Source: an optimization exercise on an open RTL-to-GDS flow (aim: small area, a short achievable clock period and few clock cycles). Production flows keep margins and buffers that such runs may drop.
Only simulation tests tie the RTL to the original design; equivalence was not proved.
Power figures rest on the tool's default switching activity, not on a simulated workload.

==> flow/design.v (outline; a module is shown in full before it is edited, if it fits) <==
// module MyDesign: 1126 lines
module MyDesign (
  input   wire dut_run,
  output  reg  dut_busy,
  input   wire reset_b,
  input   wire clk,
  output wire        input_sram_write_enable,
  output wire [11:0] input_sram_write_addresss,
  output wire [15:0] input_sram_write_data,
  output reg  [11:0] input_sram_read_address,
  input  wire [15:0] input_sram_read_data,
  output reg         output_sram_write_enable,
  output reg  [11:0] output_sram_write_addresss,
  output reg  [15:0] output_sram_write_data,
  output wire [11:0] output_sram_read_address,
  input  wire [15:0] output_sram_read_data,
  output reg         scratchpad_sram_write_enable,
  output wire [11:0] scratchpad_sram_write_addresss,
  output wire [15:0] scratchpad_sram_write_data,
  output wire [11:0] scratchpad_sram_read_address,
  input  wire [15:0] scratchpad_sram_read_data,
  output wire        weights_sram_write_enable,
  output wire [11:0] weights_sram_write_addresss,
  output wire [15:0] weights_sram_write_data,
  output wire [11:0] weights_sram_read_address,
  input  wire [15:0] weights_sram_read_data
);
  // ...
==> flow/flow/run.sh <==
#!/bin/bash
# Standard layout, with one netlist pass between synthesis and floorplan:
# flow/polarity.py removes inverters between full adders (a full adder is
# self-dual, so it can take its inputs in the other polarity). Registers and
# all other logic stay as the standard synthesis made them. Every port still
# gets a buffer, of a faster cell (buf_2) than the one buffer_ports picks.
set -uo pipefail
W=$PWD
R=$W/orfs/results/$FLOW_PLATFORM/MyDesign/base
LIB=$FLOW_HOME/platforms/$FLOW_PLATFORM/lib/sky130_fd_sc_hd__tt_025C_1v80.lib

bash standard.sh synth > $W/synth.log 2>&1 || { echo "synthesis failed"; exit 1; }

cp $R/1_2_yosys.v $W/1_2_yosys.standard.v
if python3 flow/polarity.py $W/1_2_yosys.standard.v $W/1_2_yosys.polarity.v "$LIB" > $W/polarity.log 2>&1; then
  # the synthesis netlist is now newer than 1_synth.odb: make rebuilds it
  cp $W/1_2_yosys.polarity.v $R/1_2_yosys.v
  echo "polarity pass applied"
else
  echo "polarity pass failed, keeping the standard netlist"
fi

bash standard.sh "BUFFER_PORTS_ARGS=-buffer_cell sky130_fd_sc_hd__buf_2" finish > $W/finish.log 2>&1 || { echo "layout failed"; exit 1; }
==> flow/flow/polarity.py <==
#!/usr/bin/env python3
"""Removes inverters between full adders in a mapped sky130 netlist.

A full adder is self-dual: FA(~a, ~b, ~c) = (~cout, ~sum). Each full adder may
therefore be flipped (its inputs taken in the other polarity, its outputs then
carrying the complements), and each xor2/xnor2 gate may be swapped for the
other. This picks flips that need fewest inverters, then rewires the netlist:
every inverter is replaced by at most one inverter per signal that some pin
needs in the other polarity. Registers, ports and all other cells are kept.

usage: polarity.py IN.v OUT.v LIBERTY
"""
import re, sys, random, collections

src, dst, lib = sys.argv[1], sys.argv[2], sys.argv[3]

# pin directions from the liberty file
outpins = collections.defaultdict(set)
cell = None
pin = None
for line in open(lib):
    m = re.match(r'\s*cell\s*\(\s*"?([\w]+)"?\s*\)', line)
    if m:
        cell = m.group(1); continue
    m = re.match(r'\s*pin\s*\(\s*"?([\w]+)"?\s*\)', line)
    if m:
        pin = m.group(1); continue
    m = re.match(r'\s*direction\s*:\s*"?(\w+)"?', line)
    if m and cell and pin:
        if m.group(1) == 'output':
            outpins[cell].add(pin)

text = open(src).read()
mod_start = text.index('module ')
body_start = text.index(');', mod_start) + 2
end = text.rindex('endmodule')
header = text[:body_start]
body = text[body_start:end]

inst_re = re.compile(r'((?:\s*\(\*[^*]*\*\))*)\s*(sky130_fd_sc_hd__\w+)\s+(\S+)\s*\((.*?)\);', re.S)
pin_re = re.compile(r'\.(\w+)\(\s*([^()]*?)\s*\)')

decls = []
cells = []
pos = 0
for m in inst_re.finditer(body):
    decls.append(body[pos:m.start()])
    pos = m.end()
    attrs, typ, name, pins = m.group(1), m.group(2), m.group(3), m.group(4)
    cells.append({'attrs': attrs, 'type': typ, 'name': name,
                  'pins': [(p, n) for p, n in pin_re.findall(pins)]})
decls.append(body[pos:])
decl_text = ''.join(decls)
assert 'assign' not in decl_text, 'assign statements not handled'

ports = set()
for m in re.finditer(r'^\s*(input|output)\s+(?:\[(\d+):(\d+)\]\s+)?(\S+);', header + decl_text, re.M):
    d, hi, lo, nm = m.groups()
    if hi is None:
        ports.add(nm)
    else:
        for i in range(int(lo), int(hi) + 1):
            ports.add('%s[%d]' % (nm, i))

def is_inv(c):
    return re.match(r'sky130_fd_sc_hd__(clk)?inv_\d+$', c['type']) is not None
def is_fa(c):
    return c['type'].startswith('sky130_fd_sc_hd__fa_')
def is_x(c):
    return re.match(r'sky130_fd_sc_hd__x(n)?or2_\d+$', c['type']) is not None

driver = {}
for c in cells:
    for p, n in c['pins']:
        if p in outpins[c['type']]:
            driver[n] = (c, p)

def lit(n):
    par = 0
    while n in driver and is_inv(driver[n][0]) and n not in ports:
        c = driver[n][0]
        n = dict(c['pins'])['A']
        par ^= 1
    # a port driven by an inverter stays as it is: treat the port as a base
    return n, par

# flippable drivers: full adders and xor/xnor gates, unless they drive a port
flip = {}
for c in cells:
    if is_fa(c) or is_x(c):
        outs = [n for p, n in c['pins'] if p in outpins[c['type']]]
        flip[c['name']] = 0 if not any(n in ports for n in outs) else None

def avail(base):
    d = driver.get(base)
    if d is None:
        return 0
    f = flip.get(d[0]['name'])
    return f if f else 0

# requirements: (cell, pin) -> (base, parity required before flips)
req = []
xin = []   # inputs of xor/xnor gates: any polarity will do (the gate type absorbs it)
for c in cells:
    if is_inv(c):
        continue
    for p, n in c['pins']:
        if is_x(c) and p not in outpins[c['type']]:
            if not (re.match(r"\d+'", n) or n == ''):
                b, par = lit(n)
                xin.append((c, p, b, par))
            continue
        if p in outpins[c['type']]:
            continue
        if re.match(r"\d+'", n) or n == '':
            continue
        b, par = lit(n)
        req.append((c, p, b, par))
# inverters that drive ports are kept: their input is a requirement
keep_inv = [c for c in cells if is_inv(c) and dict(c['pins'])['Y'] in ports]
for c in keep_inv:
    b, par = lit(dict(c['pins'])['A'])
    req.append((c, 'A', b, par))

def need(c, par):
    if is_fa(c) and flip.get(c['name']):
        return par ^ 1
    return par

def cost():
    s = set()
    for c, p, b, par in req:
        q = need(c, par)
        if q != avail(b):
            s.add(b)
    return len(s)

# local search over FA flips and xor swaps
by_cell = collections.defaultdict(list)
by_base = collections.defaultdict(list)
for r in req:
    by_cell[r[0]['name']].append(r)
    by_base[r[2]].append(r)
outs_of = {c['name']: [n for p, n in c['pins'] if p in outpins[c['type']]] for c in cells}

def local(name):
    # requirements touched by flipping `name`: its own inputs (FA) and users of its outputs
    bases = set()
    for r in by_cell[name]:
        bases.add(r[2])
    for n in outs_of[name]:
        bases.add(n)
    tot = 0
    for b in bases:
        a = avail(b)
        if any(need(c, par) != a for c, p, bb, par in by_base[b]):
            tot += 1
    return tot

cands = [n for n, f in flip.items() if f is not None]
before = cost()
random.seed(1)
def descend():
    for it in range(50):
        changed = 0
        random.shuffle(cands)
        for n in cands:
            c0 = local(n)
            flip[n] ^= 1
            c1 = local(n)
            if c1 < c0 or (c1 == c0 and random.random() < 0.3):
                changed += c1 < c0
            else:
                flip[n] ^= 1
        if not changed:
            break
descend()
best = cost(); best_flip = dict(flip)
for rnd in range(30):
    # perturb: flip a few random adders and descend again
    for n in random.sample(cands, max(1, len(cands) // 20)):
        flip[n] ^= 1
    descend()
    c = cost()
    if c < best:
        best = c; best_flip = dict(flip)
    else:
        flip.clear(); flip.update(best_flip)
after = cost()
ninv = sum(1 for c in cells if is_inv(c))
sys.stderr.write('inverters: %d before, %d needed after (%d kept on ports); flips %d\n'
                 % (ninv, after, len(keep_inv), sum(1 for f in flip.values() if f)))

# rewrite
newinv = {}
extra = []
def net_for(b, q):
    if q == avail(b):
        return b
    if b not in newinv:
        k = len(newinv)
        y = 'polinv_%d_y' % k
        newinv[b] = y
        extra.append((k, b, y))
    return newinv[b]

out_cells = []
pinmap = {}
xin_by_cell = collections.defaultdict(list)
for r in xin:
    xin_by_cell[r[0]['name']].append(r)
for c in cells:
    if is_inv(c) and c not in keep_inv:
        continue
    if is_x(c):
        dev = flip.get(c['name']) or 0
        for cc, p, b, par in xin_by_cell.get(c['name'], []):
            dev ^= avail(b) ^ par
            pinmap[(c['name'], p)] = b
        t = c['type']
        if dev:
            if '__xor2_' in t:
                c['type'] = t.replace('__xor2_', '__xnor2_')
                c['rename'] = {'X': 'Y'}
            else:
                c['type'] = t.replace('__xnor2_', '__xor2_')
                c['rename'] = {'Y': 'X'}
    out_cells.append(c)
for c, p, b, par in req:
    pinmap[(c['name'], p)] = net_for(b, need(c, par))

lines = [header, decl_text.rstrip('\n') + '\n']
for k, b, y in extra:
    lines.append('  wire %s;\n' % y)
for c in out_cells:
    ps = []
    for p, n in c['pins']:
        n2 = pinmap.get((c['name'], p), n)
        ps.append('    .%s(%s%s)' % (c.get('rename', {}).get(p, p), n2, ' ' if n2.startswith('\\') else ''))
    lines.append('%s\n  %s %s (\n%s\n  );\n' % (c['attrs'], c['type'], c['name'], ',\n'.join(ps)))
for k, b, y in extra:
    lines.append('  sky130_fd_sc_hd__inv_1 polinv_%d (\n    .A(%s%s),\n    .Y(%s)\n  );\n' % (k, b, ' ' if b.startswith('\\') else '', y))
lines.append('endmodule\n')
open(dst, 'w').write(''.join(lines))
if len(sys.argv) > 4:
    st = collections.Counter()
    for c, p, b, par in req:
        if need(c, par) != avail(b):
            d = driver.get(b)
            dt = d[0]['type'].split('__')[1] + '.' + d[1] if d else 'port'
            st[(dt, c['type'].split('__')[1], 'flippable' if flip.get(d[0]['name'] if d else '') is not None else 'fixed')] += 1
    for k, v in st.most_common(25):
        sys.stderr.write('%s %d\n' % (k, v))
==> flow/standard.sh <==
#!/bin/bash
# synth_recipe.tcl (not shown) runs the flow's synth.tcl, then flattens the netlist and writes it again
# the make line also repeats each setting of config.mk as NAME=value (left out here)
make -C /OpenROAD-flow-scripts/flow DESIGN_CONFIG=/design/flow/config.mk WORK_HOME=/design/flow/orfs CLKGATE_MAP_FILE= SYNTH_SCRIPT=/design/flow/synth_recipe.tcl "${@:-finish}"
==> flow/config.mk <==
export PLATFORM = sky130hd
export DESIGN_NAME = MyDesign
export DESIGN_NICKNAME = MyDesign
export VERILOG_FILES = /design/flow/design.v
export SDC_FILE = /design/flow/constraint.sdc
export NUM_CORES = 4
export LEC_CHECK = 0
export ABC_AREA = 1
export CAP_MARGIN = 50
export CORE_MARGIN = 2
export CORE_UTILIZATION = 60
export CTS_BUF_LIST = sky130_fd_sc_hd__clkbuf_16
export CTS_CLUSTER_DIAMETER = 80
export CTS_CLUSTER_SIZE = 16
export SLEW_MARGIN = 70
==> flow/constraint.sdc <==
create_clock -name core_clock -period 10.0 [get_ports {clk}]
set_input_delay 2.0000 -clock core_clock [delete_from_list [all_inputs] [get_ports {clk}]]
set_output_delay 2.0000 -clock core_clock [all_outputs]
set_load 0.01 [all_outputs]
==> results.json, run 1 <==
{
  "clkPwrFrac": 0.119,
  "rsz0062_at_grt": "no",
  "non_clock_buffer_count": 380,
  "via_per_inst": 5.940,
  "p_comb_uw": 10600,
  "vias": 34900,
  "dp.cells": 5782,
  "min_from": "uo_r2_2",
  "taps": 1050,
  "busiest_layer": "met1",
  "status": "no timing/DRC/antenna violations",
  "core_area_um2": 78870,
  "crit_fanout": 3,
  "top_power_group": "combinational logic",
  "pwr-share-comb": 0.611,
  "grt_use_total": 0.3625,
  "netlist_area_um2": 47770,
  "whs_endpoint": "uo_c1[2]",
  "grt_pass1_wl_mm": 217.2,
  "leakage_uw": 0.02258,
  "multi_input_area_share": 0.5561,
  "p_sw_uw": 7885,
  "dr.pass1.iters": 8,
  "root_buffer": "clkbuf_16",
  "final.setup.tns_ns": 0,
  "clk_share": 0.03057,
  "final_nets": 5593,
  "finalCritPeriodShare": 0.3208,
  "worst_slew_pin_slew_ns": 0.4982,
  "clockBufferDepth": 3,
  "stdcell_count": 5875,
  "whs_ns": 0.3252,
  "post_cts_buffers": 0,
  "ir_drop_mv": 0.6066,
  "seq_cell_count": 712,
  "endpoint_kind": "primary output",
  "drtIter0Drc": 4717
}
Testbench counts, summed over its fixed seeds: cycles 34,066.
==> run 2: changes to the inputs <==
--- a/flow/config.mk
+++ b/flow/config.mk
@@ -12,4 +12,5 @@
 export CTS_BUF_LIST = sky130_fd_sc_hd__clkbuf_16
 export CTS_CLUSTER_DIAMETER = 80
 export CTS_CLUSTER_SIZE = 16
+export GPL_TIMING_DRIVEN = 1
 export SLEW_MARGIN = 70
==> results.json, run 2 <==
{
  "netlist_area_um2": 47770,
  "stdcell_count": 5875,
  "min_period_ns": 3.208,
  "initial_core_util": 0.6057,
  "dieArea_um2": 81890,
  "cpLargestDelayFamily": "flip-flops",
  "hp-class": "flop to flop",
  "drtIter0Drc": 4717,
  "grt_use_total": 0.3625,
  "finalCritPeriodShare": 0.3208,
  "grt_pass1_wl_mm": 217.2,
  "worst_slew_pin_slew_ns": 0.4982,
  "p_sw_uw": 7885,
  "via_per_inst": 5.940,
  "clkPwrFrac": 0.119,
  "status": "no timing/DRC/antenna violations",
  "dpl_cell_area_um2": 49520,
  "power.density_nw_per_um2": 338.1,
  "slew_viol_final": 0,
  "cp.depth": 1,
  "wl_mm": 147.0,
  "path_clk_slew_ns": 0.07,
  "clock-sinks": 712,
  "path_cells": "buf_2",
  "die_w_um": 286.2,
  "grt_overflow_total": 0,
  "synthCells": 4743,
  "power.internal_uw": 9440,
  "num_rows": 103,
  "endpoint_kind": "primary output",
  "fin_area_um2": 51240,
  "r2r_slack_ns": 6.83,
  "leakage_uw": 0.02258,
  "r2r_cells": 8,
  "final.setup.tns_ns": 0,
  "cp.required_ns": 8.00,
  "dp_hpwl_mm": 114.8,
  "skew_ns": 0.05059,
  "rsz0062_at_grt": "no",
  "root_buffer": "clkbuf_16",
  "io_buffers": 120,
  "hold_violations": 0,
  "path_buf_inv": 1,
  "vias": 34900,
  "endpoint": "scratchpad_sram_write_data[2]",
  "cpPeakStageDelay_ns": 0.41,
  "wl_per_cell_um": 25.02,
  "multi_input_area_um2": 28490,
  "r2r_start": "onn0[2]",
  "antenna_found_initial": 4,
  "place.gp.congestion": 0.9810,
  "postCtsResizedCells": 0,
  "p_sw_frac": 0.4551,
  "crit_fanout": 3,
  "pwr-share-comb": 0.611,
  "finalSetupViolations": 0,
  "start_kind": "flop",
  "final_nets": 5593,
  "cp-startpoint": "ri1[2]",
  "yosysWarnings": 1,
  "worstSetupPathType": "flop to primary output",
  "postSynthAreaPerCell_um2": 10.07,
  "ant_nets": 0,
  "clockBufferDepth": 3,
  "nFillCells": 6616,
  "cts_tree": "built",
  "grt_pass1_vias": 34180,
  "maxCapViolCount": 0,
  "hold_buffers": 0,
  "layout_commonest_cell": "fa_1",
  "pwr-share-seq": 0.270,
  "final-seq-area_um2": 15700,
  "drc": 0,
  "layout-drive-gt1-share": 0.1180,
  "min_from": "uo_r2_2",
  "core_area_um2": 78870,
  "ir_drop_mv": 0.6066,
  "cts_buffers": 54,
  "grt_max_degree": 50,
  "top_regs": "ue_c0 x18, ue_c1 x18, uo_c0 x18",
  "relSlewSlack": 0.6674,
  "io_pins": 232,
  "post_cts_buffers": 0,
  "final_cell_mix": "fa_1 (600), xor2_1 (578), inv_1 (535)",
  "dp.cells": 5782,
  "crit_path_top_delay_cell": "dfxtp_1",
  "clk-insertion-delay-late_ns": 0.66,
  "r2r_end": "uo_r8_9",
  "dr.pass1.iters": 8,
  "crit_arrival_ns": 1.21,
  "area_growth_pct": 7.258,
  "die_h_um": 286.2,
  "htreeDepth": 2,
  "fmax_mhz": 311.7
}
run 2: metal layers:
metal | GRT usage | share of wire | routed length, um
met1 | 0.5166 | 0.40 | 59360
met2 | 0.4906 | 0.40 | 58120
met3 | 0.1445 | 0.15 | 22050
met4 | 0.1476 | 0.051 | 7429
met5 | 0 | 0 | 0
run 2: how the worst min path moves through the flow:
stage	cells past startpoint	end
final	0	uo_c1[2]
after global routing	0	ue_c0[1]
after CTS	0	ue_c0[1]
after detailed placement	0	ue_c0[1]
after global placement	0	ue_c1[0]
after floorplan	0	ue_c0[0]
run 2: stage by stage:
| step | utilization | power [uW] | worst slack (ns) | hold slack, ns |
|---|---|---|---|---|
| after CTS | 0.6477 | 17410 | 6.768 | 0.3284 |
| final | 0.6496 | 17330 | 6.792 | 0.3252 |
| after global placement | 0.6110 | 15080 | 6.361 | 0.3104 |
| after floorplan | - | 11220 | 6.634 | 0.3096 |
| after global routing | 0.6496 | 18980 | 6.743 | 0.3362 |
| after detailed placement | 0.6279 | 15330 | 6.471 | 0.3121 |
run 2: cell type report:
cell class	instances	share of cell area
diodes	1	0.00004884
flip-flops and latches	712	0.3065
repair buffers	380	0.04335
clock buffers	55	0.02686
clock inverters	30	0.003712
multi-input cells	3130	0.5561
inverters	517	0.03788
well taps	1050	0.02564
run 2: power groups by stage:
stage	clock network [uW]	logic (uW)	registers [uW]
finish	2060	10600	4670
global route	2200	12000	4730
global placement	0	10300	4740
CTS	2100	10700	4640
floorplan	0	6870	4350
detailed placement	0	10600	4710
==> run 3: changes to the inputs <==
--- a/flow/config.mk
+++ b/flow/config.mk
@@ -12,5 +12,5 @@
 export CTS_BUF_LIST = sky130_fd_sc_hd__clkbuf_16
 export CTS_CLUSTER_DIAMETER = 80
 export CTS_CLUSTER_SIZE = 16
-export GPL_TIMING_DRIVEN = 1
+export PLACE_DENSITY = 0.72
 export SLEW_MARGIN = 70
==> results.json, run 3 <==
{
  "post_cts_buffers": 0,
  "layout_commonest_cell": "fa_1",
  "slew_viol_final": 0,
  "rsz0062_at_grt": "no",
  "power.density_nw_per_um2": 331.6,
  "htreeDepth": 2,
  "drtIter0Drc": 5303,
  "path_cells": "buf_2",
  "grt_overflow_total": 0,
  "cp.required_ns": 8.00,
  "final-seq-area_um2": 15710,
  "postSynthAreaPerCell_um2": 10.07,
  "synthCells": 4743,
  "cts_tree": "built",
  "grt_pass1_vias": 35700,
  "fmax_mhz": 307.8,
  "clockBufferDepth": 3,
  "maxCapViolCount": 0,
  "ant_nets": 0,
  "drc": 0,
  "power.internal_uw": 9342,
  "leakage_uw": 0.02250,
  "wl_mm": 144.1,
  "top_regs": "ue_c0 x18, ue_c1 x18, uo_c0 x18",
  "start_kind": "flop",
  "skew_ns": 0.04747,
  "postCtsResizedCells": 0,
  "p_sw_frac": 0.4492,
  "pwr-share-seq": 0.276,
  "dp_hpwl_mm": 111.7,
  "status": "no timing/DRC/antenna violations",
  "crit_fanout": 3,
  "hold_violations": 0,
  "path_buf_inv": 1,
  "yosysWarnings": 1,
  "pwr-share-comb": 0.602,
  "die_h_um": 286.2,
  "final.setup.tns_ns": 0,
  "min_period_ns": 3.249,
  "crit_path_top_delay_cell": "dfxtp_1",
  "dieArea_um2": 81890,
  "whs_ns": 0.3302,
  "dr.pass1.iters": 8,
  "netlist_area_um2": 47770,
  "stdcell_count": 5860,
  "worstSetupPathType": "flop to primary output",
  "endpoint_kind": "primary output",
  "antenna_found_initial": 5,
  "area_growth_pct": 7.072,
  "grt_pass1_wl_mm": 215.1,
  "cpLargestDelayFamily": "flip-flops",
  "root_buffer": "clkbuf_16",
  "io_pins": 232,
  "io_buffers": 120,
  "die_w_um": 286.2,
  "hold_buffers": 0,
  "clk-insertion-delay-late_ns": 0.65,
  "clock-sinks": 712,
  "cts_buffers": 54,
  "core_area_um2": 78870,
  "path_clk_slew_ns": 0.08,
  "dp.cells": 5771,
  "place.gp.congestion": 1.013,
  "num_rows": 103,
  "multi_input_area_um2": 28510,
  "grt_use_total": 0.3532,
  "p_sw_uw": 7619,
  "layout-drive-gt1-share": 0.1158,
  "finalSetupViolations": 0,
  "vias": 35880,
  "hp-class": "flop to flop",
  "wl_per_cell_um": 24.60,
  "ir_drop_mv": 0.4747,
  "nFillCells": 6187,
  "finalCritPeriodShare": 0.3249,
  "via_per_inst": 6.123,
  "final_cell_mix": "fa_1 (600), xor2_1 (578), inv_1 (535)",
  "crit_arrival_ns": 1.25,
  "initial_core_util": 0.6057,
  "grt_max_degree": 50,
  "final_nets": 5578,
  "cpPeakStageDelay_ns": 0.43,
  "clkPwrFrac": 0.122
}
[run 3: changes by cell type in the layout (fill, tap and decap cells not counted), sizes merged]
cell      before  now
diode          1    2
buf          378  363
bufinv         0    1
clkinvlp       0    2
inv          543  540
clkinv         4    3
[run 3: layer usage]
layer / global-route usage / vias up / part of all wire
li1: - / 15180 / -
met1: 0.4747 / 17090 / 0.37
met2: 0.4835 / 3098 / 0.40
met3: 0.1440 / 513 / 0.16
met4: 0.1976 / 0 / 0.071
met5: 0.001744 / - / 0
[run 3: metrics by stage]
| step | power, uW | setup WS (ns) | cell area [um^2] | util |
|---|---|---|---|---|
| final | 16960 | 6.751 | 51150 | 0.6485 |
| after global routing | 18520 | 6.744 | 51140 | 0.6484 |
| after CTS | 17000 | 6.748 | 51040 | 0.6471 |
| after detailed placement | 14910 | 6.401 | 49440 | 0.6269 |
| after global placement | 14490 | 5.897 | 48150 | 0.6105 |
| after floorplan | 11220 | 6.634 | 48120 | - |
[run 3: area by class of cell]
type | instances | share of cell area
multi-input cells | 3130 | 0.5574
flip-flops and latches | 712 | 0.3071
repair buffers | 365 | 0.04056
inverters | 517 | 0.03794
clock buffers | 55 | 0.02691
well taps | 1050 | 0.02569
clock inverters | 29 | 0.004281
diodes | 2 | 0.00009785
[run 3: path summary, 6_finish.rpt]
path	from	end	slack (ns)	cells past startpoint
setup / recovery	ri1[4]	scratchpad_sram_write_data[4]	6.75	1
hold / removal	uo_r1_0	uo_c0[1]	0.33	0
setup reg to reg	onn0[1]	uo_r6_7	6.82	8
hold reg to reg	uo_r1_0	uo_c0[1]	0.33	0
[run 3: power by group through the flow]
stage / clock network, uW / logic [uW] / registers [uW]
final: 2070 / 10200 / 4680
after global routing: 2200 / 11600 / 4730
after CTS: 2100 / 10300 / 4640
after detailed placement: 0 / 10200 / 4700
after global placement: 0 / 9770 / 4720
after floorplan: 0 / 6870 / 4350
==> run 4: changes to the inputs <==
--- a/flow/config.mk
+++ b/flow/config.mk
@@ -8,9 +8,8 @@
 export ABC_AREA = 1
 export CAP_MARGIN = 50
 export CORE_MARGIN = 2
-export CORE_UTILIZATION = 60
+export CORE_UTILIZATION = 65
 export CTS_BUF_LIST = sky130_fd_sc_hd__clkbuf_16
 export CTS_CLUSTER_DIAMETER = 80
 export CTS_CLUSTER_SIZE = 16
-export PLACE_DENSITY = 0.72
 export SLEW_MARGIN = 70
==> results.json, run 4 <==
{
  "status": "no timing/DRC/antenna violations",
  "hold_buffers": 0,
  "slew_viol_final": 0,
  "ant_nets": 0,
  "whs_endpoint": "ue_c1[2]",
  "clock-sinks": 712,
  "path_cells": "buf_2 > buf_2 > buf_4 > xnor2_1 > fa_1 > fa_1 > fa_1 > inv_1",
  "postSynthAreaPerCell_um2": 10.07,
  "min_path_cells": 0,
  "ir_drop_mv": 0.5779,
  "cpLargestDelayFamily": "adder cells",
  "drtIter0Drc": 5402,
  "cts_tree": "built",
  "drc": 0,
  "cts_buffers": 55,
  "worst_slew_pin_slew_ns": 0.5117,
  "path_buf_inv": 4,
  "hp-class": "flop to flop",
  "core_area_um2": 72830,
  "layout-drive-gt1-share": 0.1165,
  "power.internal_uw": 9476,
  "nFillCells": 5618,
  "worstSetupPathType": "flop to flop",
  "min_from": "ue_r2_2",
  "root_buffer": "clkbuf_16",
  "finalCritPeriodShare": 0.3204,
  "cp.required_ns": 10.53,
  "dieArea_um2": 75670,
  "antenna_found_initial": 5,
  "r2r_end": "uo_r8_9",
  "grt_pass1_vias": 34760,
  "r2r_slack_ns": 6.80,
  "whs_ns": 0.3265,
  "cpPeakStageDelay_ns": 0.63,
  "p_sw_frac": 0.4549,
  "r2r_cells": 8,
  "area_growth_pct": 7.075,
  "final_cell_mix": "fa_1 (600), xor2_1 (578), inv_1 (533)",
  "grt_use_total": 0.3905,
  "clkPwrFrac": 0.119,
  "post_cts_buffers": 0,
  "power.density_nw_per_um2": 339.9,
  "start_kind": "flop",
  "leakage_uw": 0.02256,
  "relSlewSlack": 0.6584,
  "fmax_mhz": 312.1,
  "die_w_um": 275.1,
  "die_h_um": 275.1,
  "place.gp.congestion": 0.9987,
  "endpoint_kind": "flop",
  "wl_mm": 146.9,
  "maxCapViolCount": 0,
  "clockBufferDepth": 3,
  "final-seq-area_um2": 15710,
  "top_regs": "ue_c0 x18, ue_c1 x18, uo_c0 x18",
  "dp_hpwl_mm": 114.0,
  "p_sw_uw": 7908,
  "finalSetupViolations": 0,
  "r2r_start": "ngn0[0]",
  "via_per_inst": 6.130,
  "initial_core_util": 0.6558,
  "rsz0062_at_grt": "no",
  "dp.cells": 5683,
  "grt_max_degree": 50,
  "yosysWarnings": 1,
  "final.setup.tns_ns": 0,
  "vias": 35400,
  "path_clk_slew_ns": 0.07,
  "postCtsResizedCells": 0,
  "dp_slack_ns": 6.302,
  "netlist_area_um2": 47770,
  "io_buffers": 120,
  "crit_arrival_ns": 3.73,
  "layout_setup_ws_ns": 6.796,
  "hold_violations": 0,
  "wl_per_cell_um": 25.43,
  "pwr-share-seq": 0.270,
  "clk-insertion-delay-late_ns": 0.67,
  "htreeDepth": 2,
  "min_period_ns": 3.204,
  "dr.pass1.iters": 9,
  "crit_fanout": 9,
  "num_rows": 99,
  "final_nets": 5584,
  "multi_input_area_um2": 28490,
  "grt_overflow_total": 0,
  "crit_path_top_delay_cell": "fa_1",
  "stdcell_count": 5775,
  "skew_ns": 0.04955,
  "cp_common_cell": "fa_1",
  "pwr-share-comb": 0.611,
  "layout_commonest_cell": "fa_1",
  "grt_pass1_wl_mm": 214.8,
  "io_pins": 232,
  "synthCells": 4743
}
==> run 4: stage by stage <==
stage,util,area (um^2),total power [uW]
after floorplan,-,48120,11220
after global placement,0.6598,48050,14950
after detailed placement,0.6778,49370,15330
after CTS,0.6999,50980,17410
after global routing,0.7022,51140,18930
final,0.7022,51150,17380
==> run 4: layout make-up <==
type	instances	area share
clock inverters	30	0.004623
clock buffers	55	0.02691
inverters	517	0.03794
repair buffers	370	0.04291
well taps	959	0.02346
diodes	2	0.00009785
multi-input cells	3130	0.5570
flip-flops and latches	712	0.3071
==> run 4: worst reg2reg max path: cells and delay by family (launching register included) <==
| kind | cells | cell delay, ns |
|---|---|---|
| flip-flops | 1 | 0.42 |
| adder cells (fa/ha/maj) | 3 | 1.71 |
| buffers and inverters | 4 | 0.81 |
| XOR/XNOR | 1 | 0.14 |
==> run 4: routing by layer <==
layer	share of wire	global-route usage	wire length, um
met3	0.16	0.1531	22980
met2	0.39	0.5253	57690
met4	0.060	0.1817	8771
met1	0.39	0.5529	57430
met5	0.000089	0.004386	13
==> run 4: power by group through the flow <==
stage	clock network, uW	logic, uW	registers [uW]
finish	2070	10600	4690
global route	2210	12000	4760
CTS	2100	10600	4660
detailed placement	0	10600	4720
global placement	0	10200	4750
floorplan	0	6870	4350
==> run 4: how the worst max path moves through the flow <==
stage               startpoint                       endpoint  cells past startpoint
floorplan              reset_b                        held[0]                      3
global placement       reset_b                         ian[0]                      9
detailed placement     reset_b                         ian[0]                      9
CTS                     ri1[2]  scratchpad_sram_write_data[2]                      1
global route           cacc[0]                        cacc[9]                     17
finish                 ngn0[0]                        uo_r8_9                      8
==> run 5: changes to the inputs <==
--- a/flow/config.mk
+++ b/flow/config.mk
@@ -6,10 +6,10 @@
 export NUM_CORES = 4
 export LEC_CHECK = 0
 export ABC_AREA = 1
-export CAP_MARGIN = 50
+export CAP_MARGIN = 30
 export CORE_MARGIN = 2
-export CORE_UTILIZATION = 65
+export CORE_UTILIZATION = 60
 export CTS_BUF_LIST = sky130_fd_sc_hd__clkbuf_16
 export CTS_CLUSTER_DIAMETER = 80
 export CTS_CLUSTER_SIZE = 16
-export SLEW_MARGIN = 70
+export SLEW_MARGIN = 50
==> results.json, run 5 <==
{
  "whs_endpoint": "uo_c0[1]",
  "yosysWarnings": 1,
  "hold_violations": 0,
  "grt_use_total": 0.3592,
  "cpLargestDelayFamily": "flip-flops",
  "worstSetupPathType": "flop to primary output",
  "drc": 0,
  "area_growth_pct": 5.820,
  "place.gp.congestion": 0.9810,
  "dp.cells": 5657,
  "grt_max_degree": 50,
  "postSynthAreaPerCell_um2": 10.07,
  "num_rows": 103,
  "hp-class": "flop to flop",
  "crit_arrival_ns": 1.25,
  "cp.required_ns": 8.00,
  "crit_path_top_delay_cell": "dfxtp_1",
  "cts_tree": "built",
  "io_buffers": 120,
  "skew_ns": 0.04637,
  "final.setup.tns_ns": 0,
  "antenna_found_initial": 5,
  "layout-drive-gt1-share": 0.08399,
  "clk-insertion-delay-late_ns": 0.64,
  "clock-sinks": 712,
  "ir_drop_mv": 0.6466,
  "finalSetupViolations": 0,
  "path_cells": "buf_2",
  "layout_commonest_cell": "fa_1",
  "htreeDepth": 2,
  "r2r_start": "onn2[1]",
  "clockBufferDepth": 3,
  "dp_hpwl_mm": 113.9,
  "grt_pass1_wl_mm": 214.6,
  "wl_per_cell_um": 25.52,
  "core_area_um2": 78870,
  "wl_mm": 146.5,
  "worst_slew_pin_slew_ns": 0.7688,
  "stdcell_count": 5742,
  "r2r_cells": 7,
  "slew_viol_final": 0,
  "synthCells": 4743,
  "die_h_um": 286.2,
  "initial_core_util": 0.6057,
  "grt_overflow_total": 0,
  "cpPeakStageDelay_ns": 0.44,
  "relSlewSlack": 0.4867,
  "root_buffer": "clkbuf_16",
  "maxCapViolCount": 0,
  "r2r_slack_ns": 6.78,
  "grt_pass1_vias": 33790,
  "vias": 34560,
  "r2r_end": "uo_r9_10",
  "crit_fanout": 3,
  "rsz0062_at_grt": "no",
  "power.density_nw_per_um2": 340.9,
  "min_period_ns": 3.248,
  "post_cts_buffers": 0,
  "via_per_inst": 6.018,
  "dp_slack_ns": 6.339,
  "path_buf_inv": 1,
  "die_w_um": 286.2,
  "cts_buffers": 54,
  "io_pins": 232,
  "dr.pass1.iters": 8,
  "nFillCells": 6602,
  "status": "no timing/DRC/antenna violations",
  "cp.depth": 1,
  "start_kind": "flop",
  "ant_nets": 0,
  "fmax_mhz": 307.8,
  "drtIter0Drc": 5029,
  "postCtsResizedCells": 0,
  "hold_buffers": 0,
  "path_clk_slew_ns": 0.07,
  "leakage_uw": 0.02209,
  "min_from": "uo_r1_0",
  "layout_setup_ws_ns": 6.752,
  "final_cell_mix": "fa_1 (600), xor2_1 (578), dfxtp_1 (543)",
  "endpoint_kind": "primary output",
  "netlist_area_um2": 47770,
  "post-route-util": 0.6409,
  "min_path_cells": 0,
  "dieArea_um2": 81890,
  "top_regs": "ue_c0 x18, ue_c1 x18, uo_c0 x18",
  "final_nets": 5461,
  "finalCritPeriodShare": 0.3248
}
==> run 5: where the power goes <==
part	total, uW	switching, uW	internal, uW
Combinational	10500	6060	4410
Clock	2050	1050	1000
Sequential	4720	732	3980
==> run 5: worst max path at each step <==
stage	from	to	slack [ns]
2_1_floorplan	reset_b	held[0]	6.63
3_3_place_gp	reset_b	held[0]	6.36
3_5_place_dp	reset_b	held[0]	6.34
4_1_cts	ri1[2]	scratchpad_sram_write_data[2]	6.77
5_1_grt	cacc[2]	cacc[9]	6.61
6_report	ri1[2]	scratchpad_sram_write_data[2]	6.75
==> run 5: layout make-up <==
type	count	area (um^2)	area share
Antenna cell	1	2.502	0.00004950
Tap cell	1050	1314	0.02599
Sequential cell	712	15560	0.3079
Multi-Input combinational cell	3130	28450	0.5629
Inverter	517	1941	0.03839
Clock buffer	55	1376	0.02723
Timing Repair Buffer	248	1708	0.03379
Clock inverter	29	191.4	0.003787
==> run 5: through the flow <==
step	hold slack, ns	cell area, um^2	power [uW]
4_1_cts	0.3265	50540	17330
2_1_floorplan	0.3096	48120	11220
6_report	0.3233	50550	17230
3_5_place_dp	0.3121	48980	15280
5_1_grt	0.3328	50550	18840
3_3_place_gp	0.3104	48190	15080
==> run 5: layer usage <==
layer	share of wire	GRT usage
met1	0.40	0.5064
met2	0.40	0.4916
met3	0.15	0.1446
met4	0.050	0.1454
met5	0.000089	0.001744
==> run 6: changes to the inputs <==
--- a/flow/config.mk
+++ b/flow/config.mk
@@ -6,10 +6,10 @@
 export NUM_CORES = 4
 export LEC_CHECK = 0
 export ABC_AREA = 1
-export CAP_MARGIN = 30
+export CAP_MARGIN = 70
 export CORE_MARGIN = 2
 export CORE_UTILIZATION = 60
 export CTS_BUF_LIST = sky130_fd_sc_hd__clkbuf_16
 export CTS_CLUSTER_DIAMETER = 80
 export CTS_CLUSTER_SIZE = 16
-export SLEW_MARGIN = 50
+export SLEW_MARGIN = 85
==> results.json, run 6 <==
{
  "netlist_area_um2": 47770,
  "crit_fanout": 21,
  "min_path_cells": 0,
  "cts_tree": "built",
  "wl_per_cell_um": 25.87,
  "cpPeakStageDelay_ns": 0.53,
  "antenna_found_initial": 4,
  "min_from": "uo_r1_0",
  "area_growth_pct": 25.01,
  "power.density_nw_per_um2": 304.2,
  "postCtsResizedCells": 0,
  "io_pins": 232,
  "whs_ns": 0.3235,
  "dp_slack_ns": 6.147,
  "place.gp.congestion": 0.9810,
  "cp.required_ns": 10.57,
  "grt_max_degree": 24,
  "hold_buffers": 0,
  "path_clk_slew_ns": 0.07,
  "leakage_uw": 0.02586,
  "core_area_um2": 78870,
  "grt_pass1_vias": 36840,
  "hp-class": "flop to flop",
  "grt_overflow_total": 0,
  "nFillCells": 5249,
  "drtIter0Drc": 5623,
  "grt_use_total": 0.3777,
  "skew_ns": 0.08710,
  "path_cells": "buf_2 > buf_8 > inv_1 > buf_8 > a2111oi_4 > clkdlybuf4s50_1 > clkdlybuf4s50_1 > clkdlybuf4s50_1 > clkdlybuf4s50_1",
  "crit_path_top_delay_cell": "clkdlybuf4s50_1",
  "cts_buffers": 54,
  "htreeDepth": 2,
  "post-route-util": 0.7572,
  "hold_violations": 0,
  "top_regs": "ue_c0 x18, ue_c1 x18, uo_c0 x18",
  "whs_endpoint": "uo_c0[1]",
  "root_buffer": "clkbuf_16",
  "final.setup.tns_ns": 0,
  "crit_arrival_ns": 4.74,
  "finalCritPeriodShare": 0.4168,
  "die_h_um": 286.2,
  "clockBufferDepth": 3,
  "die_w_um": 286.2,
  "fmax_mhz": 239.9,
  "clk-insertion-delay-late_ns": 0.70,
  "post_cts_buffers": 0,
  "r2r_slack_ns": 6.18,
  "num_rows": 103,
  "final_cell_mix": "fa_1 (593), inv_1 (522), dfxtp_1 (463)",
  "ir_drop_mv": 0.6511,
  "drc": 0,
  "ant_nets": 0,
  "r2r_end": "uo_r1_0",
  "r2r_cells": 12,
  "cp_common_cell": "clkdlybuf4s50_1",
  "layout_commonest_cell": "fa_1",
  "dr.pass1.iters": 7,
  "r2r_start": "ngn7[0]",
  "wl_mm": 163.9,
  "via_per_inst": 6.042,
  "vias": 38270,
  "slew_viol_final": 0,
  "worstSetupPathType": "input pin to flop",
  "io_buffers": 120,
  "start_kind": "input pin",
  "dp_hpwl_mm": 129.1,
  "endpoint_kind": "flop",
  "grt_pass1_wl_mm": 228.2,
  "dieArea_um2": 81890,
  "status": "no timing/DRC/antenna violations",
  "finalSetupViolations": 0,
  "maxCapViolCount": 0,
  "final_nets": 6045,
  "layout-drive-gt1-share": 0.3004,
  "rsz0062_at_grt": "no",
  "clock-sinks": 712,
  "min_period_ns": 4.168,
  "postSynthAreaPerCell_um2": 10.07,
  "yosysWarnings": 1,
  "synthCells": 4743,
  "initial_core_util": 0.6057,
  "layout_setup_ws_ns": 5.832
}
[run 6: power breakdown]
part / leakage, uW / internal, uW / total [uW] / switching [uW]
clock: 0.000877 / 1010 / 2090 / 1080
sequential: 0.00608 / 4000 / 4600 / 601
combinational: 0.0189 / 4870 / 11500 / 6610
total: 0.0259 / 9880 / 18200 / 8290
[run 6: layer usage]
metal,GRT usage,share of wire
met5,0.002326,0.00060
met4,0.1893,0.076
met3,0.1370,0.15
met2,0.5147,0.40
met1,0.5301,0.37
[run 6: worst max path at each step]
stage,slack (ns),start,end
floorplan,6.63,reset_b,held[0]
global placement,6.36,reset_b,held[0]
detailed placement,6.15,reset_b,have
CTS,6.27,twn5[0],uo_r1_0
global route,5.73,reset_b,have
finish,5.83,reset_b,have
[run 6: through the flow]
stage / area (um^2) / instances / power (uW)
finish: 59720 / 6334 / 18170
global route: 59710 / 6333 / 19750
CTS: 55900 / 6303 / 17860
detailed placement: 54280 / 6211 / 15760
global placement: 48190 / 5579 / 15080
floorplan: 48120 / 4837 / 11220
[run 6: worst max-delay path: cells and delay by family]
family	cells	cell delay (ns)
compound gates	1	0.28
buf+inv	8	2.42
[run 6: layout make-up]
| type | count | area, um^2 | share of cell area |
|---|---|---|---|
| clock inverters | 37 | 239.0 | 0.004002 |
| repair buffers | 832 | 5792 | 0.09699 |
| flip-flops and latches | 712 | 15910 | 0.2665 |
| multi-input cells | 3130 | 33140 | 0.5549 |
| inverters | 517 | 1946 | 0.03258 |
| well taps | 1050 | 1314 | 0.02200 |
| clock buffers | 55 | 1376 | 0.02305 |
| diodes | 1 | 2.502 | 0.00004190 |
==> run 7: changes to the inputs <==
==> flow/config.mk (replaced) <==
export PLATFORM = sky130hd
export DESIGN_NAME = MyDesign
export DESIGN_NICKNAME = MyDesign
export VERILOG_FILES = /design/flow/design.v
export SDC_FILE = /design/flow/constraint.sdc
export NUM_CORES = 4
export LEC_CHECK = 0
export ABC_AREA = 1
export CAP_MARGIN = 50
export CORE_MARGIN = 2
export CORE_UTILIZATION = 60
export CTS_BUF_LIST = sky130_fd_sc_hd__clkbuf_16
export CTS_CLUSTER_DIAMETER = 120
export CTS_CLUSTER_SIZE = 30
export SLEW_MARGIN = 70
==> results.json, run 7 <==
{
  "status": "no timing/DRC/antenna violations",
  "cp.required_ns": 8.00,
  "final-seq-area_um2": 15710,
  "cpPeakStageDelay_ns": 0.43,
  "antenna_found_initial": 4,
  "relSlewSlack": 0.6578,
  "cpLargestDelayFamily": "flip-flops",
  "layout_commonest_cell": "fa_1",
  "clockBufferDepth": 3,
  "place.gp.congestion": 0.9810,
  "ir_drop_mv": 0.6232,
  "grt_pass1_wl_mm": 215.9,
  "cts_tree": "built",
  "finalCritPeriodShare": 0.3233,
  "path_buf_inv": 1,
  "maxCapViolCount": 0,
  "post_cts_buffers": 0,
  "highest_layer": "met5",
  "die_h_um": 286.2,
  "top_regs": "ue_c0 x18, ue_c1 x18, uo_c0 x18",
  "multi_input_area_um2": 28490,
  "dp_slack_ns": 6.471,
  "p_sw_uw": 7762,
  "postCtsResizedCells": 0,
  "synthCells": 4743,
  "grt_use_total": 0.3592,
  "path_cells": "buf_2",
  "hold_buffers": 0,
  "stdcell_count": 5841,
  "crit_arrival_ns": 1.23,
  "grt_pass1_vias": 33890,
  "vias": 34710,
  "wl_per_cell_um": 24.97,
  "final_nets": 5566,
  "nFillCells": 6694,
  "via_per_inst": 5.943,
  "area_growth_pct": 5.760,
  "clk-insertion-delay-late_ns": 0.68,
  "ant_nets": 0,
  "core_area_um2": 78870,
  "power.density_nw_per_um2": 331.8,
  "final.setup.tns_ns": 0,
  "min_period_ns": 3.233,
  "power.internal_uw": 8999,
  "htreeDepth": 1,
  "hold_violations": 0,
  "io_buffers": 120,
  "pwr-share-seq": 0.278,
  "hp-class": "flop to flop",
  "leakage_uw": 0.02219,
  "met2_length_mm": 57.60,
  "drt-met1-wl_mm": 59.24,
  "dp.cells": 5782,
  "crit_path_top_delay_cell": "dfxtp_1",
  "wl_mm": 145.8,
  "skew_ns": 0.05503,
  "num_rows": 103,
  "slew_viol_final": 0,
  "rsz0062_at_grt": "no",
  "endpoint_kind": "primary output",
  "final_cell_mix": "fa_1 (600), xor2_1 (578), inv_1 (527)",
  "netlist_area_um2": 47770,
  "initial_core_util": 0.6057,
  "root_buffer": "clkbuf_16",
  "grt_max_degree": 50,
  "dieArea_um2": 81890,
  "finalSetupViolations": 0,
  "dp_hpwl_mm": 114.8,
  "layout_setup_ws_ns": 6.767,
  "worst_slew_pin_slew_ns": 0.5126,
  "clock-sinks": 712,
  "io_pins": 232,
  "die_w_um": 286.2,
  "crit_fanout": 3,
  "layout-drive-gt1-share": 0.1125,
  "clkPwrFrac": 0.089,
  "yosysWarnings": 1,
  "p_sw_frac": 0.4631,
  "fmax_mhz": 309.3,
  "path_clk_slew_ns": 0.11,
  "start_kind": "flop",
  "route.met3.wl_mm": 21.75,
  "dr.pass1.iters": 7,
  "postSynthAreaPerCell_um2": 10.07,
  "drc": 0,
  "pwr-share-comb": 0.632,
  "post-route-util": 0.6405,
  "worstSetupPathType": "flop to primary output",
  "cts_buffers": 29,
  "grt_overflow_total": 0,
  "drtIter0Drc": 4781
}
## run 7: through the flow
stage	power, uW	hold WS (ns)	area (um^2)
final	16760	0.3394	50520
after global routing	18390	0.3391	50520
after CTS	16810	0.3391	50390
after detailed placement	15330	0.3121	49520
after global placement	15080	0.3104	48190
after floorplan	11220	0.3096	48120
## run 7: cell type report
class | instances | share of cell area
Sequential cell | 712 | 0.3109
Tap cell | 1050 | 0.02600
Timing Repair Buffer | 378 | 0.04327
Multi-Input combinational cell | 3130 | 0.5639
Antenna cell | 7 | 0.0003467
Clock buffer | 30 | 0.01486
Clock inverter | 17 | 0.002303
Inverter | 517 | 0.03841
## run 7: path summary, 6_finish.rpt
kind	startpoint	end	slack [ns]	depth (start not counted)
max	ri1[2]	scratchpad_sram_write_data[2]	6.77	1
min	uo_r1_0	uo_c0[1]	0.34	0
max reg2reg	onn0[3]	uo_r9_10	6.84	8
min reg2reg	uo_r1_0	uo_c0[1]	0.34	0
## run 7: power by group through the flow
stage,registers [uW],clock network [uW],logic (uW)
after floorplan,4350,0,6870
after global placement,4740,0,10300
after detailed placement,4710,0,10600
after CTS,4640,1520,10600
after global routing,4730,1620,12000
final,4670,1490,10600
## run 7: routing by layer
layer / vias to the layer above / track usage
met2: 2573 / 0.4870
met5: - / 0
met1: 16680 / 0.5170
li1: 15150 / -
met4: 2 / 0.1397
met3: 312 / 0.1386
==> run 8: changes to the inputs <==
--- a/flow/config.mk
+++ b/flow/config.mk
@@ -10,6 +10,6 @@
 export CORE_MARGIN = 2
 export CORE_UTILIZATION = 60
 export CTS_BUF_LIST = sky130_fd_sc_hd__clkbuf_16
-export CTS_CLUSTER_DIAMETER = 120
+export CTS_CLUSTER_DIAMETER = 80
 export CTS_CLUSTER_SIZE = 30
 export SLEW_MARGIN = 70
==> results.json, run 8 <==
{
  "worstSetupPathType": "flop to primary output",
  "endpoint_kind": "primary output",
  "finalSetupViolations": 0,
  "postSynthAreaPerCell_um2": 10.07,
  "crit_fanout": 3,
  "crit_arrival_ns": 1.22,
  "ir_drop_mv": 0.6396,
  "pwr-share-comb": 0.612,
  "dr.pass1.iters": 8,
  "clkPwrFrac": 0.118,
  "r2r_cells": 8,
  "min_from": "ue_r1_0",
  "start_kind": "flop",
  "layout_commonest_cell": "fa_1",
  "power.internal_uw": 9328,
  "p_sw_uw": 7980,
  "p_sw_frac": 0.4610,
  "yosysWarnings": 1,
  "via_per_inst": 5.923,
  "place.gp.congestion": 0.9810,
  "nFillCells": 6618,
  "wl_per_cell_um": 24.90,
  "grt_use_total": 0.3609,
  "root_buffer": "clkbuf_16",
  "r2r_start": "onn0[3]",
  "r2r_slack_ns": 6.85,
  "wl_mm": 146.1,
  "cp-startpoint": "ri1[2]",
  "cpLargestDelayFamily": "flip-flops",
  "dpl_cell_area_um2": 49520,
  "postCtsResizedCells": 0,
  "post_cts_buffers": 0,
  "pwr-share-seq": 0.270,
  "hold_violations": 0,
  "cp.required_ns": 8.00,
  "final.setup.tns_ns": 0,
  "clockBufferDepth": 3,
  "die_h_um": 286.2,
  "drtIter0Drc": 4666,
  "synthCells": 4743,
  "grt_pass1_vias": 34140,
  "maxCapViolCount": 0,
  "relSlewSlack": 0.6565,
  "cp.depth": 1,
  "use_met2": 0.4910,
  "htreeDepth": 2,
  "r2r_end": "uo_r9_10",
  "core_area_um2": 78870,
  "ant_nets": 0,
  "initial_core_util": 0.6057,
  "rsz0062_at_grt": "no",
  "slew_viol_final": 0,
  "path_buf_inv": 1,
  "io_pins": 232,
  "path_cells": "buf_2",
  "netlist_area_um2": 47770,
  "grt_pass1_wl_mm": 216.5,
  "num_rows": 103,
  "cpPeakStageDelay_ns": 0.43,
  "cts_buffers": 41,
  "cts_tree": "built",
  "dieArea_um2": 81890,
  "fmax_mhz": 310.5,
  "final_nets": 5580,
  "final_cell_mix": "fa_1 (600), xor2_1 (578), inv_1 (520)",
  "antenna_found_initial": 3,
  "skew_ns": 0.06454,
  "layout-drive-gt1-share": 0.1192,
  "endpoint": "scratchpad_sram_write_data[2]",
  "met3_usage": 0.1430,
  "min_period_ns": 3.221,
  "clk-insertion-delay-late_ns": 0.64,
  "leakage_uw": 0.02251,
  "fin_area_um2": 51260,
  "dp_hpwl_mm": 114.8,
  "top_regs": "ue_c0 x18, ue_c1 x18, uo_c0 x18",
  "area_growth_pct": 7.313,
  "worst_slew_pin_slew_ns": 0.5146,
  "grt.met1_usage": 0.5135,
  "crit_path_top_delay_cell": "dfxtp_1",
  "busiest_layer": "met1",
  "grt_max_degree": 50,
  "hp-class": "flop to flop",
  "drc": 0,
  "die_w_um": 286.2,
  "vias": 34750,
  "path_clk_slew_ns": 0.11,
  "grt_overflow_total": 0,
  "power.density_nw_per_um2": 337.6,
  "io_buffers": 120,
  "status": "no timing/DRC/antenna violations",
  "finalCritPeriodShare": 0.3221,
  "clock-sinks": 712,
  "hold_buffers": 0
}
==> run 8: metal layers <==
metal | share of wire | vias up
met5 | 0 | -
met4 | 0.050 | 0
met3 | 0.15 | 341
met2 | 0.40 | 2619
met1 | 0.41 | 16610
li1 | - | 15180
==> run 8: metrics by stage <==
stage,cells,hold WS [ns],util,worst slack [ns],power [uW]
2_1_floorplan,4837,0.3096,-,6.634,11220
3_3_place_gp,5579,0.3104,0.6110,6.361,15080
3_5_place_dp,5782,0.3121,0.6279,6.471,15330
4_1_cts,5857,0.3352,0.6479,6.773,17360
5_1_grt,5864,0.3439,0.6499,6.749,18960
6_report,5867,0.3354,0.6499,6.779,17310
==> run 8: layout make-up <==
type / instances / area [um^2] / share of cell area
flip-flops and latches: 712 / 15700 / 0.3063
clock buffers: 42 / 1051 / 0.02050
multi-input cells: 3130 / 28490 / 0.5558
repair buffers: 380 / 2225 / 0.04340
inverters: 517 / 1941 / 0.03786
well taps: 1050 / 1314 / 0.02563
clock inverters: 33 / 530.5 / 0.01035
diodes: 3 / 7.507 / 0.0001464
==> run 8: how the worst min path moves through the flow <==
| stage | end | depth (start not counted) |
|---|---|---|
| floorplan | ue_c0[0] | 0 |
| global placement | ue_c1[0] | 0 |
| detailed placement | ue_c0[1] | 0 |
| CTS | ue_c0[1] | 0 |
| global route | ue_c0[1] | 0 |
| finish | ue_c0[1] | 0 |
==> run 8: worst register-to-register path, stage by stage, from the launching register on <==
cell,delay [ns]
edfxtp_1,0.50
buf_4,0.22
buf_2,0.19
o22ai_1,0.21
xor2_1,0.21
fa_1,0.48
fa_1,0.57
fa_1,0.60
inv_1,0.05
==> run 8: power by group through the flow <==
stage                     clock (uW)  combinational (uW)  sequential (uW)
final                           2050               10600             4670
after global routing            2190               12000             4730
after CTS                       2090               10600             4640
after detailed placement           0               10600             4710
after global placement             0               10300             4740
after floorplan                    0                6870             4350
==> run 9: changes to the inputs <==
--- a/flow/config.mk
+++ b/flow/config.mk
@@ -10,6 +10,6 @@
 export CORE_MARGIN = 2
 export CORE_UTILIZATION = 60
 export CTS_BUF_LIST = sky130_fd_sc_hd__clkbuf_16
-export CTS_CLUSTER_DIAMETER = 80
-export CTS_CLUSTER_SIZE = 30
+export CTS_CLUSTER_DIAMETER = 100
+export CTS_CLUSTER_SIZE = 24
 export SLEW_MARGIN = 70
==> results.json, run 9 <==
{
  "status": "no timing/DRC/antenna violations",
  "cts_tree": "built",
  "r2r_cells": 8,
  "worst_slew_pin_slew_ns": 0.5178,
  "final_cell_mix": "fa_1 (600), xor2_1 (578), inv_1 (528)",
  "skew_ns": 0.05266,
  "hp-class": "flop to flop",
  "cp-startpoint": "ri1[2]",
  "layout_setup_ws_ns": 6.781,
  "r2r_start": "onn0[2]",
  "num_rows": 103,
  "core_area_um2": 78870,
  "antenna_found_initial": 4,
  "grt_use_total": 0.3618,
  "layout-drive-gt1-share": 0.1170,
  "path_clk_slew_ns": 0.09,
  "clk-insertion-delay-late_ns": 0.64,
  "layout_commonest_cell": "fa_1",
  "io_pins": 232,
  "via_per_inst": 5.932,
  "place.gp.congestion": 0.9810,
  "dp_hpwl_mm": 114.8,
  "path_buf_inv": 1,
  "area_growth_pct": 6.800,
  "r2r_slack_ns": 6.86,
  "crit_path_top_delay_cell": "dfxtp_1",
  "io_buffers": 120,
  "hold_violations": 0,
  "wl_per_cell_um": 25.00,
  "dieArea_um2": 81890,
  "drtIter0Drc": 4841,
  "ant_nets": 0,
  "whs_ns": 0.3344,
  "cp.required_ns": 8.00,
  "cp.depth": 1,
  "stdcell_count": 5861,
  "cpLargestDelayFamily": "flip-flops",
  "htreeDepth": 2,
  "finalSetupViolations": 0,
  "path_cells": "buf_2",
  "top_regs": "ue_c0 x18, ue_c1 x18, uo_c0 x18",
  "worstSetupPathType": "flop to primary output",
  "post_cts_buffers": 0,
  "leakage_uw": 0.02244,
  "dr.pass1.iters": 8,
  "power.density_nw_per_um2": 335.2,
  "final.setup.tns_ns": 0,
  "endpoint_kind": "primary output",
  "min_period_ns": 3.219,
  "cts_buffers": 41,
  "nFillCells": 6638,
  "wl_mm": 146.6,
  "postCtsResizedCells": 0,
  "cpPeakStageDelay_ns": 0.42,
  "postSynthAreaPerCell_um2": 10.07,
  "root_buffer": "clkbuf_16",
  "grt_pass1_wl_mm": 216.9,
  "initial_core_util": 0.6057,
  "synthCells": 4743,
  "endpoint": "scratchpad_sram_write_data[2]",
  "grt_overflow_total": 0,
  "grt_max_degree": 50,
  "crit_arrival_ns": 1.22,
  "fmax_mhz": 310.7,
  "grt_pass1_vias": 34080,
  "clockBufferDepth": 3,
  "die_h_um": 286.2,
  "final_nets": 5581,
  "rsz0062_at_grt": "no",
  "maxCapViolCount": 0,
  "yosysWarnings": 1,
  "finalCritPeriodShare": 0.3219,
  "slew_viol_final": 0,
  "die_w_um": 286.2,
  "dp.cells": 5782,
  "vias": 34770,
  "clock-sinks": 712,
  "relSlewSlack": 0.6543,
  "netlist_area_um2": 47770,
  "dp_slack_ns": 6.471,
  "ir_drop_mv": 0.6031,
  "hold_buffers": 0,
  "start_kind": "flop",
  "drc": 0,
  "r2r_end": "uo_r8_9",
  "crit_fanout": 3
}
## run 9: cell type report
type | instances | area (um^2) | share of cell area
tap | 1050 | 1314 | 0.02575
clock inverter | 28 | 265.3 | 0.005199
timing repair buffer | 381 | 2248 | 0.04407
antenna | 1 | 2.502 | 0.00004905
multi-input combinational | 3130 | 28490 | 0.5584
clock buffer | 42 | 1051 | 0.02060
sequential | 712 | 15710 | 0.3078
inverter | 517 | 1941 | 0.03804
## run 9: per-layer routing
metal  global-route usage  vias to the layer above  routed length (um)
met5                    0                        -                   7
met4               0.1458                        2                7186
met3               0.1413                      322               22340
met2               0.4919                     2622               58050
met1               0.5164                    16630               58970
li1                     -                    15190                   -
## run 9: worst min path at each step
stage	startpoint	endpoint	slack, ns	cells after the start
after floorplan	ue_r0_0	ue_c0[0]	0.31	0
after global placement	uo_r0_1	ue_c1[0]	0.31	0
after detailed placement	ue_r1_0	ue_c0[1]	0.31	0
after CTS	ue_r1_0	ue_c0[1]	0.33	0
after global routing	ue_r1_0	ue_c0[1]	0.34	0
final	ue_r1_0	ue_c0[1]	0.33	0
## run 9: power breakdown
group | switching [uW] | total (uW) | internal (uW)
clock | 1060 | 1870 | 808
sequential | 684 | 4670 | 3980
combinational | 6120 | 10600 | 4440
## run 9: stage by stage
step	cell area [um^2]	power, uW	util
after global routing	51010	18760	0.6468
final	51020	17100	0.6468
after floorplan	48120	11220	-
after global placement	48190	15080	0.6110
after detailed placement	49520	15330	0.6279
after CTS	50840	17170	0.6446

[port drivers added, routing unchanged]
In the flow no input, the clock included, has a driving cell. The finished layouts below were timed again as built, in two steps. Step 1 assumes that a clkbuf_16 drives the clock port and a buf_2 every other input. Step 2 times the ports against the registers' clock, not the clock port: input delays grow and output delays shrink by t, the midpoint of the rising clock arrivals with the driver on. Slacks: no drivers / after step 1 / after step 2; pairs: no drivers / after step 1.
run | shift t [ns] | setup WS [ns] | cell pins on the clock port's net
run 1 | 0.706 | 6.792 / 6.720 / 6.472 | 1
run 2 | 0.706 | 6.792 / 6.720 / 6.472 | 1
run 3 | 0.698 | 6.751 / 6.681 / 6.411 | 1
run 4 | 0.707 | 6.796 / 6.732 / 6.301 | 1
run 5 | 0.691 | 6.752 / 6.681 / 6.331 | 1
run 6 | 0.719 | 5.832 / 5.881 / 5.163 | 1
run 7 | 0.724 | 6.767 / 6.698 / 6.483 | 1
run 8 | 0.678 | 6.779 / 6.708 / 6.478 | 1
run 9 | 0.688 | 6.781 / 6.712 / 6.472 | 1
After both steps setup and hold are still met in every run listed. For run 6, which loses most, drivers alone change the setup slack by +0.049 ns; drivers and shift together by -0.669 ns.
